This is an optimization exercise on Yosys and OpenROAD, whose aim is small area, not a production implementation.
Function not checked in this run: the RTL went through the layout flow alone.
Power is estimated from default activity; no workload was simulated.

==> design.v <==
module spaceinvaders(
    input            CLOCK_50,
    input            resetn,
    input    [9:0]   SW,
    output   [6:0]   HEX0,
    output   [8:0]   VGA_X,
    output   [8:0]   VGA_Y,
    output   [2:0]   VGA_COLOUR,
    output           VGA_PLOT
    );
    localparam BF = 5'd0,  B0 = 5'd1,  BB = 5'd2,  PI = 5'd3,
               EI = 5'd4,  WT = 5'd5,  PE = 5'd6,  ML = 5'd7,
               MR = 5'd8,  FI = 5'd9,  PD = 5'd10, BU = 5'd11,
               EE = 5'd12, ME = 5'd13, ED = 5'd14, CK = 5'd15,
               EG = 5'd16;
    reg [4:0] st;
    reg [4:0] s;
    reg [2:0] k;
    reg [7:0] px;
    reg [8:0] ey;
    reg [4:0] ex;
    reg       dir;
    reg [7:0] bx;
    reg [4:0] byi;
    reg       shooting;
    reg       ended;
    reg [4:0] hit;
    reg [8:0] fc;
    wire [6:0] by = {byi, 2'b01};
    wire fz = (fc == 9'd0);
    wire s17 = (s == 5'd17);
    wire s4 = (s == 5'd4);
    wire k4 = (k == 3'd4);
    wire endgame = &hit;
    reg signed [3:0] dxe;
    reg [1:0] dye;
    always @(*) begin
        case (s)
            5'd1:  begin dxe = 0;  dye = 0; end
            5'd2:  begin dxe = 1;  dye = 0; end
            5'd3:  begin dxe = 2;  dye = 0; end
            5'd4:  begin dxe = -1; dye = 1; end
            5'd5:  begin dxe = 0;  dye = 1; end
            5'd6:  begin dxe = 1;  dye = 1; end
            5'd7:  begin dxe = 2;  dye = 1; end
            5'd8:  begin dxe = 3;  dye = 1; end
            5'd9:  begin dxe = -2; dye = 2; end
            5'd10: begin dxe = -1; dye = 2; end
            5'd11: begin dxe = 0;  dye = 2; end
            5'd12: begin dxe = 1;  dye = 2; end
            5'd13: begin dxe = 2;  dye = 2; end
            5'd14: begin dxe = 3;  dye = 2; end
            5'd15: begin dxe = 4;  dye = 2; end
            5'd16: begin dxe = -1; dye = 3; end
            5'd17: begin dxe = 3;  dye = 3; end
            default: begin dxe = 0; dye = 0; end
        endcase
    end
    reg [7:0] koff;
    always @(*) begin
        case (k)
            3'd0: koff = 8'd0;
            3'd1: koff = 8'd30;
            3'd2: koff = 8'd60;
            3'd3: koff = 8'd90;
            default: koff = 8'd120;
        endcase
    end
    wire [7:0] ex_k = {3'b000, ex} + koff + {{4{dxe[3]}}, dxe};
    wire [8:0] ey_k = ey + {7'd0, dye};
    reg signed [1:0] dxp;
    always @(*) begin
        case (s)
            5'd2: dxp = -1;
            5'd4: dxp = 1;
            default: dxp = 0;
        endcase
    end
    wire [7:0] px_d = px + {{6{dxp[1]}}, dxp};
    wire isP = (st == PI) || (st == PE) || (st == PD);
    wire isE = (st == EI) || (st == EE) || (st == ED);
    wire isB = (st == BF) || (st == B0) || (st == BB);
    wire bsel2 = shooting;
    wire bsel5 = shooting | ended;
    reg plot;
    reg [7:0] ox;
    reg [8:0] oy;
    reg [2:0] oc;
    always @(*) begin
        plot = 1'b0; ox = px; oy = ey; oc = 3'b000;
        if (isB) begin
            plot = 1'b1; ox = px; oy = ey; oc = (st == BF) ? 3'b011 : 3'b000;
        end else if (isP) begin
            plot = (s != 0); ox = px_d; oy = (s >= 5'd2) ? 9'd119 : 9'd118;
            oc = (st == PE) ? 3'b000 : 3'b011;
        end else if (isE) begin
            plot = (s != 0); ox = ex_k; oy = ey_k;
            oc = (st == EE) ? 3'b000 : 3'b100;
        end else if (st == BU) begin
            plot = (s == 5'd2) || (s == 5'd5);
            if ((s == 5'd2) ? bsel2 : bsel5) begin
                ox = bx; oy = {2'b00, by};
            end else begin
                ox = px + 8'd2; oy = 9'd119;
            end
            oc = (s == 5'd5 && shooting) ? 3'b111 : 3'b000;
        end
    end
    assign VGA_PLOT = plot;
    assign VGA_X = {1'b0, ox};
    assign VGA_Y = oy;
    assign VGA_COLOUR = oc;
    wire [8:0] dxb = {1'b0, bx} - {4'b0, ex};
    wire [8:0] dyb = {2'b00, by} - ey;
    wire yok = (dyb <= 9'd3);
    wire signed [9:0] dd = {dxb[8], dxb};
    wire [4:0] inwin;
    assign inwin[0] = (dd >= -2)  && (dd <= 4);
    assign inwin[1] = (dd >= 28)  && (dd <= 34);
    assign inwin[2] = (dd >= 58)  && (dd <= 64);
    assign inwin[3] = (dd >= 88)  && (dd <= 94);
    assign inwin[4] = (dd >= 118) && (dd <= 124);
    wire [4:0] newhit = inwin & ~hit & {5{yok}};
    always @(posedge CLOCK_50) begin
        if (!resetn) begin
            st <= BF; s <= 0; k <= 0;
            px <= 8'd80; ey <= 9'd118; ex <= 5'd10; dir <= 1'b0;
            bx <= 8'd0; byi <= 5'd0; shooting <= 1'b0; ended <= 1'b0;
            hit <= 5'd0;
        end else begin
            case (st)
                BF: begin px <= px + 1'b1; st <= B0; end
                B0: begin
                    if (px == 8'd240) begin px <= 8'd0; ey <= ey + 1'b1; st <= BB; end
                    else px <= px + 1'b1;
                end
                BB: begin
                    if (px == 8'd160) begin px <= 8'd0; ey <= ey + 1'b1; end
                    else if (px == 8'd1 && ey == 9'd277) begin
                        px <= 8'd80; ey <= 9'd10; st <= PI; s <= 0;
                    end else px <= px + 1'b1;
                end
                PI, PD: begin
                    if (s4) begin s <= 0; k <= 0; st <= (st == PI) ? EI : BU; end
                    else s <= s + 1'b1;
                end
                PE: begin
                    if (s == 0) begin if (fz) s <= 1; end
                    else if (s4) begin
                        s <= 0;
                        if (SW[1]) st <= ML;
                        else if (SW[0]) st <= MR;
                        else if (SW[2]) st <= FI;
                        else st <= PD;
                    end else s <= s + 1'b1;
                end
                ML: begin if (px > 8'd9) px <= px - 8'd3; st <= PD; end
                MR: begin if (px < 8'd151) px <= px + 8'd3; st <= PD; end
                FI: begin
                    if (!shooting) begin bx <= px; byi <= 5'd29; shooting <= 1'b1; end
                    st <= PD;
                end
                BU: begin
                    if (s == 5'd3) begin
                        ended <= shooting && (byi == 5'd2);
                        if (shooting) begin
                            if (byi == 5'd2) shooting <= 1'b0;
                            else byi <= byi - 1'b1;
                        end
                    end
                    if (s == 5'd5) begin s <= 0; k <= 0; st <= EE; end
                    else s <= s + 1'b1;
                end
                EI, EE, ED: begin
                    if (s == 0 && st == ED && hit[k]) begin
                        if (k4) st <= CK; else k <= k + 1'b1;
                    end else if (s17) begin
                        s <= 0;
                        if (k4) begin
                            k <= 0;
                            st <= (st == EI) ? WT : (st == EE) ? ME : CK;
                        end else k <= k + 1'b1;
                    end else s <= s + 1'b1;
                end
                WT: begin st <= PE; s <= 0; end
                ME: begin
                    if (!dir && ex == 5'd30) begin ey <= ey + 9'd2; dir <= 1'b1; end
                    else if (dir && ex == 5'd10) begin ey <= ey + 9'd1; dir <= 1'b0; end
                    else if (!dir) ex <= ex + 1'b1;
                    else ex <= ex - 1'b1;
                    st <= ED; s <= 0; k <= 0;
                end
                CK: begin
                    if (shooting && (newhit != 5'd0)) begin
                        hit <= hit | newhit;
                        shooting <= 1'b0;
                    end
                    st <= endgame ? EG : WT;
                end
                default: st <= EG;
            endcase
        end
    end
    always @(posedge CLOCK_50) begin
        if (!resetn) fc <= 9'd299;
        else if (SW[9]) fc <= fz ? 9'd299 : fc - 1'b1;
    end
    wire [2:0] score = hit[0] + hit[1] + hit[2] + hit[3] + hit[4];
    reg [6:0] hx;
    always @(*) begin
        case (score)
            3'd0: hx = 7'b1000000;
            3'd1: hx = 7'b1111001;
            3'd2: hx = 7'b0100100;
            3'd3: hx = 7'b0110000;
            3'd4: hx = 7'b0011001;
            3'd5: hx = 7'b0010010;
            3'd6: hx = 7'b0000010;
            default: hx = 7'b1111000;
        endcase
    end
    assign HEX0 = hx;
endmodule
==> run.sh <==
#!/bin/bash
# synth_recipe.tcl (not shown) runs the flow's synth.tcl, then flattens the netlist and writes it again
# the make line also repeats each setting of config.mk as NAME=value (left out here)
make -C /OpenROAD-flow-scripts/flow DESIGN_CONFIG=/design/flow/config.mk WORK_HOME=/design/flow/orfs CLKGATE_MAP_FILE= SYNTH_SCRIPT=/design/flow/synth_recipe.tcl finish
==> config.mk <==
export PLATFORM = sky130hd
export DESIGN_NAME = spaceinvaders
export DESIGN_NICKNAME = spaceinvaders
export VERILOG_FILES = /design/flow/design.v
export SDC_FILE = /design/flow/constraint.sdc
export NUM_CORES = 4
export LEC_CHECK = 0
export CAP_MARGIN = 20
export CORE_MARGIN = 2
export CORE_UTILIZATION = 40
export SLEW_MARGIN = 20
==> constraint.sdc <==
create_clock -name core_clock -period 10.0 [get_ports {CLOCK_50}]
set_input_delay 2.0000 -clock core_clock [delete_from_list [all_inputs] [get_ports {CLOCK_50}]]
set_output_delay 2.0000 -clock core_clock [all_outputs]
set_load 0.01 [all_outputs]
==> flow_metrics.tcl <==
set metrics [dict create \
    cp.arrival_ns 4.40 \
    max_freq_mhz 156 \
    grt_overflow_total 0 \
    crit_start "k[2]" \
    clk_pin_slew_ns 0.06 \
    relSlewSlack_pct 24.8 \
    synth_cell_types 84 \
    ys.warnings.count 1 \
    ys_ff_latch 71 \
    io_buffer_count 33 \
    rsz0062_at_grt "no" \
    tns_ns 0 \
    postRouteAntennaNets 0 \
    fin_crit_ns 6.40 \
    wl_um 20500 \
    post-route-period-util_pct 64.0 \
    worstMarginPinSlew_ns 1.13 \
    via_count 6923 \
    p_per_area_mw_per_mm2 152 \
    seq_area_mm2 0.00142 \
    synthesis.area_mm2 0.00726 \
    die_area_mm2 0.0193 \
    nets 1051 \
    grt_max_degree 70 \
    irDropWorstVdd_uv 120 \
    antenna_cells 0 \
    placementRows 49 \
    post_cts_resized 0 \
    numCtsBuffers 9 \
    first_iter_violations 416 \
    instances_no_fill 1195 \
    syn_to_final_growth_pct 9.66 \
    crit_path_start_kind "register" \
    start_util_pct 40.6 \
    nFillCells 1854 \
    cts_setup_buffers 0 \
    clock_path_buffers 2 \
    synth_edf_count 0 \
    hpwlAfterDp_um 15500 \
    power_w 0.00121 \
    cts.sinks 71 \
    cts_max_level 3 \
    multi_input_area_mm2 0.00539 \
    cts_tree "done" \
    path_class "register to output port" \
    reg2reg_from "st[2]" \
    wire_per_inst_um 17.1 \
    dp_cells 1179 \
    root_buffer "clkbuf_16" \
    synthArstFlopShare_pct 0 \
    antenna_found_initial 0 \
    setup_viol 0 \
    io_pins 41 \
    drive_above_1_share_pct 4.66 \
    viasPerCell 5.79 \
    final_common_cell "nand2_1" \
    critPathCaptureType "output port" \
    hold_path_startpoint "fc[2]" \
    grt_pass1_vias 6324 \
    cts-hold-fix-buffers 0 \
    final_cell_mix "nand2_1 (85), nor2_1 (75), dfxtp_1 (71), ha_1 (66), o21ai_0 (61)" \
    ys.flop_type "dfxtp_1" \
    track_usage_pct 21.2 \
    coreArea_mm2 0.0179 \
    cap_violations 0 \
    synth_fp_nets 1058 \
    first_pass_iters 6 \
    synthCells 968 \
    drv_slew 0 \
    gp_congestion 0.875 \
    cp.required_ns 8.00 \
    outcome "timing/DRC/antenna clean" \
    p_leak_nw 3.24 \
    grt_pass1_wl_um 33300 \
    hold_viol_final 0 \
    critical_path.max_fanout 9 \
    fin_skew_ns 0.00714 \
    insertion_delay_ns 0.35 \
    die_h_um 139 \
    drc 0 \
    die_w_um 139 \
    seq_area_frac_synth_pct 19.6 \
    min_path_type "register to register" \
    postSynthAreaPerCell_um2 7.50 \
]
## worst max-delay path, stage by stage (launching register included)
cell and delay [ns]:
dfxtp_1 0.54, inv_1 0.14, ha_1 0.23, a21o_1 0.19, or3b_2 0.49, fa_1 0.45
ha_1 0.34, a21o_1 0.17, a21oi_1 0.22, o21bai_1 0.09, a21oi_1 0.17, xnor2_1 0.21
o211ai_1 0.13, o211ai_1 0.11, clkdlybuf4s50_1 0.56
## area by class of cell
cell class,instances,share of cell area [%]
repair buffers,37,4.46
multi-input cells,783,67.6
well taps,229,3.60
clock buffers,13,3.14
flip-flops and latches,71,17.8
clock inverters,3,0.534
inverters,59,2.78
## sequential cells by signal, indices dropped and copies added (netlist names), 4 cells and up
register  count
ey            9
fc            9
bx            8
px            8
byi           5
ex            5
hit           5
s             5
st            5
dxe           4
## cell usage after synthesis (13+ instances only)
master	number	area [um2]
a21oi_1	55	275
nor3_1	28	140
nand2b_1	19	119
xor2_1	20	175
a31oi_1	13	81.3
o211ai_1	18	135
nand3_1	36	180
inv_1	58	218
a21boi_0	18	135
dfxtp_1	71	1420
clkbuf_1	42	158
and2_1	19	119
o21ai_0	61	305
or3_1	18	113
nor2b_1	22	138
nor2_1	75	282
ha_1	66	826
nand2_1	85	319
xnor2_1	25	219
## logic make-up after synthesis
| kind of cell | synth area share [%] |
|---|---|
| other | 0.0516 |
| muxes | 1.14 |
| DFF | 19.6 |
| AOI/OAI and AO/OA | 25.8 |
| adders and majority gates | 14.8 |
| and+or+nand+nor | 27.0 |
| buffers and inverters | 6.25 |
| xor gates and xnor gates | 5.43 |
## metrics by stage
step / instance area (um2) / hold WS, ns / utilization [%] / setup slack, ns
after global placement: 7670 / 0.475 / 42.9 / 4.02
final: 7970 / 0.480 / 44.5 / 3.60
after detailed placement: 7670 / 0.475 / 42.9 / 3.98
after floorplan: 7260 / 0.452 / - / 4.69
after global routing: 7970 / 0.507 / 44.5 / 3.35
after CTS: 7970 / 0.481 / 44.5 / 3.59
## worst paths after layout
kind	endpoint	slack, ns	cells past startpoint
setup / recovery	VGA_X[7]	3.60	14
hold / removal	fc[2]	0.48	2
setup reg to reg	dxe[1]	5.71	13
hold reg to reg	fc[2]	0.48	2
## routing by layer
metal	global-route usage (%)	wire, um	vias up
li1	-	-	3475
met4	7.28	500	0
met2	33.7	9230	157
met5	0	0	-
met3	2.49	796	32
met1	30.0	9940	3259
## where the power goes
part           switching, W  internal (W)  leakage (nW)
logic              0.000287      0.000215          2.52
registers         0.0000744      0.000304         0.574
clock network      0.000130      0.000200         0.140
total              0.000492      0.000719          3.24

==> static timing again, ports no longer ideal <==
How much do the figures lean on ideal ports? The routed layout below was timed once more, with nothing changed but the port constraints.
Step 1 (the two cells are an assumption about what drives the block):
set clk [get_ports {CLOCK_50}]
set_driving_cell -lib_cell sky130_fd_sc_hd__clkbuf_16 $clk
set_driving_cell -lib_cell sky130_fd_sc_hd__buf_2 [delete_from_list [all_inputs] $clk]
Step 2 also shifts input and output timing later by t, the mid clock arrival at the registers, as if the neighbouring blocks saw the same clock.
Slacks: no drivers / after step 1 / after step 2; pairs: no drivers / after step 1.
t, ns: 0.393
slack for setup (ns): 3.596 / 3.551 / 3.944
worst setup path at the end: register to output
pins driven straight from the clock port: 1
After both steps this run still meets setup and hold. The setup slack of this run moves by -0.045 ns with the drivers and by +0.348 ns with both steps.
